Context: an optimization exercise on an open-source flow, tuned for small area. The choices shown serve that exercise and are no tape-out recipe. RTL that was checked went through simulation tests only; none was proved equivalent to the original. The clock input has no modelled driver; a real chip could not lean on it and would need a root buffer or a full tree. Power figures rest on the tool's default switching activity, not on a simulated workload.

==> module ds1302_all_time_rw, before the edit <==
module ds1302_all_time_rw #(
    parameter sys_clk_freq = 50_000_000,
    parameter ds1302_clk_speed = 200_000
)
(
    input wire sclk,
    input wire nrst,
    input wire set_trig,
    input wire get_trig,
    input wire[63:0] bcd_time_set,
    output reg[63:0] bcd_time_get,
    output wire ds1302_ce,
    output wire ds1302_sclk,
    output wire ds1302_io_out,
    output wire ds1302_io_oe,
    input wire ds1302_io_in
);
reg [5:0] pre;
wire stp = (pre == 6'b100000);
always @(posedge sclk or negedge nrst) begin
    if (!nrst) pre <= 6'b000001;
    else pre <= {pre[4:0], ~(pre[5] ^ pre[4]) ^ stp};
end
reg [4:0] ux;
reg [1:0] gx;
wire [4:0] u = ux ^ 5'b10000;
wire [1:0] g = gx ^ 2'b10;
reg [3:0] q;
reg get;
wire in_xfer = !u[4] || u[0];
wire wait_st = u[4] && !u[0] && g[1] && !g[0];
wire post    = u[4] && !u[0] && !(g[1] && !g[0]);
wire idle    = (q == 4'd0) && u[4] && !u[0] && (g[1] || g[0]);
wire accept  = idle && (set_trig ^ get_trig);
wire start   = wait_st && stp && (q != 4'd0);
always @(posedge sclk or negedge nrst) begin
    if (!nrst) begin
        ux <= 5'd0;
        gx <= 2'b00;
        q <= 4'd0;
    end
    else if (accept) begin
        ux <= 5'd0;
        gx <= 2'b11;
        q <= 4'd9;
    end
    else if (post || (in_xfer && stp)) begin
        gx <= {g[0], ~g[1]} ^ 2'b10;
        if (g[1] && !g[0]) ux <= (u + 1'b1) ^ 5'b10000;
    end
    else if (start) begin
        ux <= 5'd15;
        q <= q - 1'b1;
    end
end
always @(posedge sclk)
    if (idle) get <= get_trig;
wire [2:0] r = q[3] ? 3'd7 : q[2:0];
wire [7:0] cmd = {1'b1, 3'b000, r, get};
wire [7:0] dat = bcd_time_set[{r, 3'b000} +: 8];
assign ds1302_ce     = in_xfer;
assign ds1302_sclk   = !u[4] && g[0] && !(get && u[3:0] == 4'b1111);
assign ds1302_io_oe  = !(get && !u[4] && (u[3] || (u[2:0] == 3'b111 && g == 2'b10)));
assign ds1302_io_out = !u[4] && (u[3] ? dat[u[2:0]] : cmd[u[2:0]]);
wire shift = get && stp && !u[4] && g == 2'b10 &&
             (u[3] ? (u[2:0] != 3'b111) : (u[2:0] == 3'b111));
genvar k;
generate
    for (k = 0; k < 8; k = k + 1) begin : g_byte
        always @(posedge sclk or negedge nrst) begin
            if (!nrst) bcd_time_get[8*k+7 -: 8] <= 8'd0;
            else if (shift && r == k)
                bcd_time_get[8*k+7 -: 8] <= {ds1302_io_in, bcd_time_get[8*k+7 -: 7]};
        end
    end
endgenerate
endmodule
export LEC_CHECK = 0
export CAP_MARGIN = 20
export CORE_MARGIN = 2
export CORE_UTILIZATION = 60
export SLEW_MARGIN = 20
export BUFFER_PORTS_ARGS = -buffer_cell sky130_fd_sc_hd__buf_1
export CTS_ARGS = -sink_clustering_enable -repair_clock_nets -dont_use_dummy_load -buf_list sky130_fd_sc_hd__clkbuf_8
export POST_CTS_TCL = /design/flow/flow/clock.tcl
create_clock -name core_clock -period 10.0 [get_ports {sclk}]
standard.sh (not shown) runs the stock make flow with config.mk's settings and CLKGATE_MAP_FILE= SYNTH_SCRIPT=/design/flow/synth_recipe.tcl, a recipe that flattens the netlist after the stock synthesis.
==> flow/flow/run.sh <==
#!/bin/bash
# Standard ORFS layout with these changes:
#  - synthesis maps the logic with ABC's area-oriented mapper, keeping the
#    smallest of a few ABC scripts (flow/synth.tcl, flow/abc/);
#  - every input and output port gets the smallest buffer;
#  - CTS inserts no dummy loads, and after CTS the clock tree is rebuilt as one
#    root buffer driving four leaf buffers, each driving the flip-flops of one
#    quarter of the die (flow/clock.tcl).
set -euo pipefail
cd "$(dirname "$0")/.."
W=$PWD
cat >> config.mk <<EOC
export BUFFER_PORTS_ARGS = -buffer_cell sky130_fd_sc_hd__buf_1
export CTS_ARGS = -sink_clustering_enable -repair_clock_nets -dont_use_dummy_load -buf_list sky130_fd_sc_hd__clkbuf_8
export POST_CTS_TCL = $W/flow/clock.tcl
EOC
export CLOCK_ROOT_BUF=sky130_fd_sc_hd__clkbuf_2
export CLOCK_LEAF_BUF=sky130_fd_sc_hd__buf_12
export CLOCK_LEAVES=4
export CLOCK_PORT=sclk
export AREA_ABC_DIR=$W/flow/abc
export FLOW_SYNTH_TCL=$W/synth_recipe.tcl
sed "s|SYNTH_SCRIPT=[^ ]*|SYNTH_SCRIPT=$W/flow/synth.tcl|" standard.sh > own_standard.sh
grep -q "SYNTH_SCRIPT=$W/flow/synth.tcl" own_standard.sh
bash own_standard.sh > own_standard.log 2>&1
Other scripts of this flow, unchanged in this note and not shown: flow/flow/abc/amap.abc, flow/flow/abc/amap_long.abc, flow/flow/abc/amap_mux.abc, flow/flow/abc/amap_twice.abc, flow/flow/abc/resyn_amap.abc, flow/flow/abc/synch_amap.abc, flow/flow/clock.tcl, flow/flow/synth.tcl
Rerun with:
==> flow/design.v (replaced) <==
module ds1302_all_time_rw #(
    parameter sys_clk_freq = 50_000_000,
    parameter ds1302_clk_speed = 200_000
)
(
    input wire sclk,
    input wire nrst,
    input wire set_trig,
    input wire get_trig,
    input wire[63:0] bcd_time_set,
    output reg[63:0] bcd_time_get,
    output wire ds1302_ce,
    output wire ds1302_sclk,
    output wire ds1302_io_out,
    output wire ds1302_io_oe,
    input wire ds1302_io_in
);
reg [5:0] pre;
wire stp = (pre == 6'b100000);
always @(posedge sclk or negedge nrst) begin
    if (!nrst) pre <= 6'b000001;
    else pre <= {pre[4:0], ~(pre[5] ^ pre[4]) ^ stp};
end
reg [4:0] u;
reg [1:0] g;
reg [3:0] q;
reg get;
wire in_xfer = !u[4] || u[0];
wire wait_st = u[4] && !u[0] && g[1] && !g[0];
wire post    = u[4] && !u[0] && !(g[1] && !g[0]);
wire idle    = (q == 4'd0) && u[4] && !u[0] && (g[1] || g[0]);
wire accept  = idle && (set_trig ^ get_trig);
wire start   = wait_st && stp && (q != 4'd0);
always @(posedge sclk or negedge nrst) begin
    if (!nrst) begin
        u <= 5'd16;
        g <= 2'b10;
        q <= 4'd0;
    end
    else if (accept) begin
        u <= 5'd16;
        g <= 2'b01;
        q <= 4'd9;
    end
    else if (post || (in_xfer && stp)) begin
        g <= {g[0], ~g[1]};
        if (g[1] && !g[0]) u <= u + 1'b1;
    end
    else if (start) begin
        u <= 5'd31;
        q <= q - 1'b1;
    end
end
always @(posedge sclk)
    if (idle) get <= get_trig;
wire [2:0] r = q[3] ? 3'd7 : q[2:0];
wire [7:0] cmd = {1'b1, 3'b000, r, get};
wire [7:0] dat = bcd_time_set[{r, 3'b000} +: 8];
assign ds1302_ce     = in_xfer;
assign ds1302_sclk   = !u[4] && g[0] && !(get && u[3:0] == 4'b1111);
assign ds1302_io_oe  = !(get && !u[4] && (u[3] || (u[2:0] == 3'b111 && g == 2'b10)));
assign ds1302_io_out = !u[4] && (u[3] ? dat[u[2:0]] : cmd[u[2:0]]);
wire shift = get && stp && !u[4] && g == 2'b10 &&
             (u[3] ? (u[2:0] != 3'b111) : (u[2:0] == 3'b111));
wire [63:0] shifted;
genvar k;
generate
    for (k = 0; k < 8; k = k + 1) begin : g_byte
        assign shifted[8*k+6 -: 7] = bcd_time_get[8*k+7 -: 7];
        if (k == 0) begin : g_in
            assign shifted[7] = ds1302_io_in;
        end else begin : g_link
            assign shifted[8*k+7] = bcd_time_get[8*k-8];
        end
    end
endgenerate
always @(posedge sclk or negedge nrst) begin
    if (!nrst) bcd_time_get <= 64'd0;
    else if (shift) bcd_time_get <= shifted;
end
endmodule
Result:
- The new run finished with timing, DRC and antenna clean
- sequential share of layout area increases by 0.18 points
- first-iteration DRC count decreases by 4.4%
- final area is about the same
- utilization increases by 0.28 points
- synthesized cell count decreases by 3.2%
- via count decreases by 0.73%
- global-route usage decreases by 0.81 points
- fmax increases by 2.4%
- clock power hardly moves
- worst hold slack loses 21 ps
- clock skew hardly moves
- die area decreases by 1.1%
- critical path depth decreases by 1
- power increases by 30%
No functional check of the RTL was part of the first run of this note. No run of this note takes its clock network from TritonCTS; it comes from the design's own scripts or RTL.

* * *

Another version of the RTL of ds1302_all_time_rw (not shown whole).
Size in the first run: ~82 flip-flops, about 3500 um2 of cells after synthesis.
==> module ds1302_all_time_rw, before the edit <==
module ds1302_all_time_rw #(
    parameter sys_clk_freq = 50_000_000,
    parameter ds1302_clk_speed = 200_000
)
(
    input wire sclk,
    input wire nrst,
    input wire set_trig,
    input wire get_trig,
    input wire[63:0] bcd_time_set,
    output reg[63:0] bcd_time_get,
    output wire ds1302_ce,
    output wire ds1302_sclk,
    output wire ds1302_io_out,
    output wire ds1302_io_oe,
    input wire ds1302_io_in
);
reg [5:0] pre;
wire stp = (pre == 6'b100000);
always @(posedge sclk or negedge nrst) begin
    if (!nrst) pre <= 6'b000001;
    else pre <= {pre[4:0], ~(pre[5] ^ pre[4]) ^ stp};
end
reg [4:0] ux;
reg [1:0] gx;
wire [4:0] u = ux ^ 5'b10000;
wire [1:0] g = gx ^ 2'b10;
reg [3:0] q;
reg get;
wire in_xfer = !u[4] || u[0];
wire wait_st = u[4] && !u[0] && g[1] && !g[0];
wire post    = u[4] && !u[0] && !(g[1] && !g[0]);
wire idle    = (q == 4'd0) && u[4] && !u[0] && (g[1] || g[0]);
wire accept  = idle && (set_trig ^ get_trig);
wire start   = wait_st && stp && (q != 4'd0);
always @(posedge sclk or negedge nrst) begin
    if (!nrst) begin
        ux <= 5'd0;
        gx <= 2'b00;
        q <= 4'd0;
    end
    else if (accept) begin
        ux <= 5'd0;
        gx <= 2'b11;
        q <= 4'd9;
    end
    else if (post || (in_xfer && stp)) begin
        gx <= {g[0], ~g[1]} ^ 2'b10;
        if (g[1] && !g[0]) ux <= (u + 1'b1) ^ 5'b10000;
    end
    else if (start) begin
        ux <= 5'd15;
        q <= q - 1'b1;
    end
end
always @(posedge sclk)
    if (idle) get <= get_trig;
wire [2:0] r = q[3] ? 3'd7 : q[2:0];
wire [7:0] cmd = {1'b1, 3'b000, r, get};
wire [7:0] dat = bcd_time_set[{r, 3'b000} +: 8];
assign ds1302_ce     = in_xfer;
assign ds1302_sclk   = !u[4] && g[0] && !(get && u[3:0] == 4'b1111);
assign ds1302_io_oe  = !(get && !u[4] && (u[3] || (u[2:0] == 3'b111 && g == 2'b10)));
assign ds1302_io_out = !u[4] && (u[3] ? dat[u[2:0]] : cmd[u[2:0]]);
wire shift = get && stp && !u[4] && g == 2'b10 &&
             (u[3] ? (u[2:0] != 3'b111) : (u[2:0] == 3'b111));
wire [63:0] shifted;
genvar k;
generate
    for (k = 0; k < 8; k = k + 1) begin : g_byte
        assign shifted[8*k+6 -: 7] = bcd_time_get[8*k+7 -: 7];
        if (k == 0) begin : g_in
            assign shifted[7] = ds1302_io_in;
        end else begin : g_link
            assign shifted[8*k+7] = bcd_time_get[8*k-8];
        end
    end
endgenerate
always @(posedge sclk or negedge nrst) begin
    if (!nrst) bcd_time_get <= 64'd0;
    else if (shift) bcd_time_get <= shifted;
end
endmodule
==> flow/config.mk <==
export PLATFORM = sky130hd
export DESIGN_NAME = ds1302_all_time_rw
export DESIGN_NICKNAME = ds1302_all_time_rw
export VERILOG_FILES = /design/flow/design.v
export SDC_FILE = /design/flow/constraint.sdc
export NUM_CORES = 4
export LEC_CHECK = 0
export CAP_MARGIN = 20
export CORE_MARGIN = 2
export CORE_UTILIZATION = 60
export SLEW_MARGIN = 20
export BUFFER_PORTS_ARGS = -buffer_cell sky130_fd_sc_hd__buf_1
export CTS_ARGS = -sink_clustering_enable -repair_clock_nets -dont_use_dummy_load -buf_list sky130_fd_sc_hd__clkbuf_8
export POST_CTS_TCL = /design/flow/flow/clock.tcl
==> flow/constraint.sdc <==
create_clock -name core_clock -period 10.0 [get_ports {sclk}]
set_input_delay 2.0000 -clock core_clock [delete_from_list [all_inputs] [get_ports {sclk}]]
set_output_delay 2.0000 -clock core_clock [all_outputs]
set_load 0.01 [all_outputs]
Scripts as last shown in full above: flow/flow/run.sh
Other scripts of this flow, unchanged in this note and not shown: flow/flow/abc/amap.abc, flow/flow/abc/amap_long.abc, flow/flow/abc/amap_mux.abc, flow/flow/abc/amap_twice.abc, flow/flow/abc/resyn_amap.abc, flow/flow/abc/synch_amap.abc, flow/flow/clock.tcl, flow/flow/synth.tcl
Change:
--- a/flow/design.v
+++ b/flow/design.v
@@ -21,39 +21,45 @@
     if (!nrst) pre <= 6'b000001;
     else pre <= {pre[4:0], ~(pre[5] ^ pre[4]) ^ stp};
 end
 reg [4:0] ux;
 reg [1:0] gx;
-wire [4:0] u = ux ^ 5'b10000;
-wire [1:0] g = gx ^ 2'b10;
+wire [4:0] u = ux ^ 5'd17;
+wire [1:0] g = gx ^ 2'b01;
 reg [3:0] q;
 reg get;
-wire in_xfer = !u[4] || u[0];
-wire wait_st = u[4] && !u[0] && g[1] && !g[0];
-wire post    = u[4] && !u[0] && !(g[1] && !g[0]);
-wire idle    = (q == 4'd0) && u[4] && !u[0] && (g[1] || g[0]);
+wire in_xfer = !u[4] || u[3];
+wire idle    = u[4] && !u[3] && u[0] && !g[1] && g[0];
+wire wait_st = u[4] && !u[3] && !u[0] && g[1] && !g[0];
+wire post    = u[4] && !u[3] && (u[0] ? (g == 2'b00) : !(g[1] && !g[0]));
 wire accept  = idle && (set_trig ^ get_trig);
-wire start   = wait_st && stp && (q != 4'd0);
+wire start   = wait_st && stp;
+wire last65  = stp && u == 5'd15 && g == 2'b10 && q == 4'd0;
 always @(posedge sclk or negedge nrst) begin
     if (!nrst) begin
         ux <= 5'd0;
         gx <= 2'b00;
-        q <= 4'd0;
     end
     else if (accept) begin
-        ux <= 5'd0;
-        gx <= 2'b11;
-        q <= 4'd9;
+        ux <= 5'd16 ^ 5'd17;
+        gx <= 2'b01 ^ 2'b01;
+    end
+    else if (last65) begin
+        ux <= 5'd17 ^ 5'd17;
+        gx <= 2'b00 ^ 2'b01;
     end
     else if (post || (in_xfer && stp)) begin
-        gx <= {g[0], ~g[1]} ^ 2'b10;
-        if (g[1] && !g[0]) ux <= (u + 1'b1) ^ 5'b10000;
+        gx <= {g[0], ~g[1]} ^ 2'b01;
+        if (g[1] && !g[0]) ux <= (u + 1'b1) ^ 5'd17;
     end
     else if (start) begin
-        ux <= 5'd15;
-        q <= q - 1'b1;
+        ux <= 5'd31 ^ 5'd17;
     end
+end
+always @(posedge sclk) begin
+    if (accept) q <= 4'd9;
+    else if (start) q <= q - 1'b1;
 end
 always @(posedge sclk)
     if (idle) get <= get_trig;
 wire [2:0] r = q[3] ? 3'd7 : q[2:0];
 wire [7:0] cmd = {1'b1, 3'b000, r, get};
Effect: The changed run finished with timing, DRC and antenna clean; synthesized cell count went up by 3.2%; die area went up by 0.34%; power went down by 0.50%; design area stays flat; clock skew went down by 3.3 ps; cell count went up by 1.8%; sequential power hardly moves.
No functional check of the RTL was part of the second run of this note. In every run of this note, the design's own scripts or RTL, not TritonCTS, make the clock network.

## what the ideal ports hide
Ports are ideal in the flow. The routed layouts listed here were re-timed in OpenROAD. Step 1: set_driving_cell puts a clkbuf_16 on sclk and a buf_2 on each other input, an assumption about the parent block. Step 2 times the ports against the registers' clock, not the clock port: input delays grow and output delays shrink by t, the midpoint of the rising clock arrivals with the driver on. Slacks: ideal / step 1 / step 2; pairs: ideal / step 1.
run	t (ns)	setup WS [ns]	slew at the worst register clock pin (ns)
the first run of note 1	0.481	4.493 / 4.467 / 4.626	0.09 / 0.09
the second run of note 1	0.469	4.623 / 4.598 / 4.598	0.09 / 0.09
the first run of note 2	0.485	4.680 / 4.655 / 4.719	0.09 / 0.09
the second run of note 2	0.483	4.484 / 4.455 / 4.455	0.08 / 0.08
After both steps every run listed still meets setup and hold. The setup slack of the second run of note 2, which loses most, moves by -0.029 ns with the drivers and by -0.029 ns with both steps.
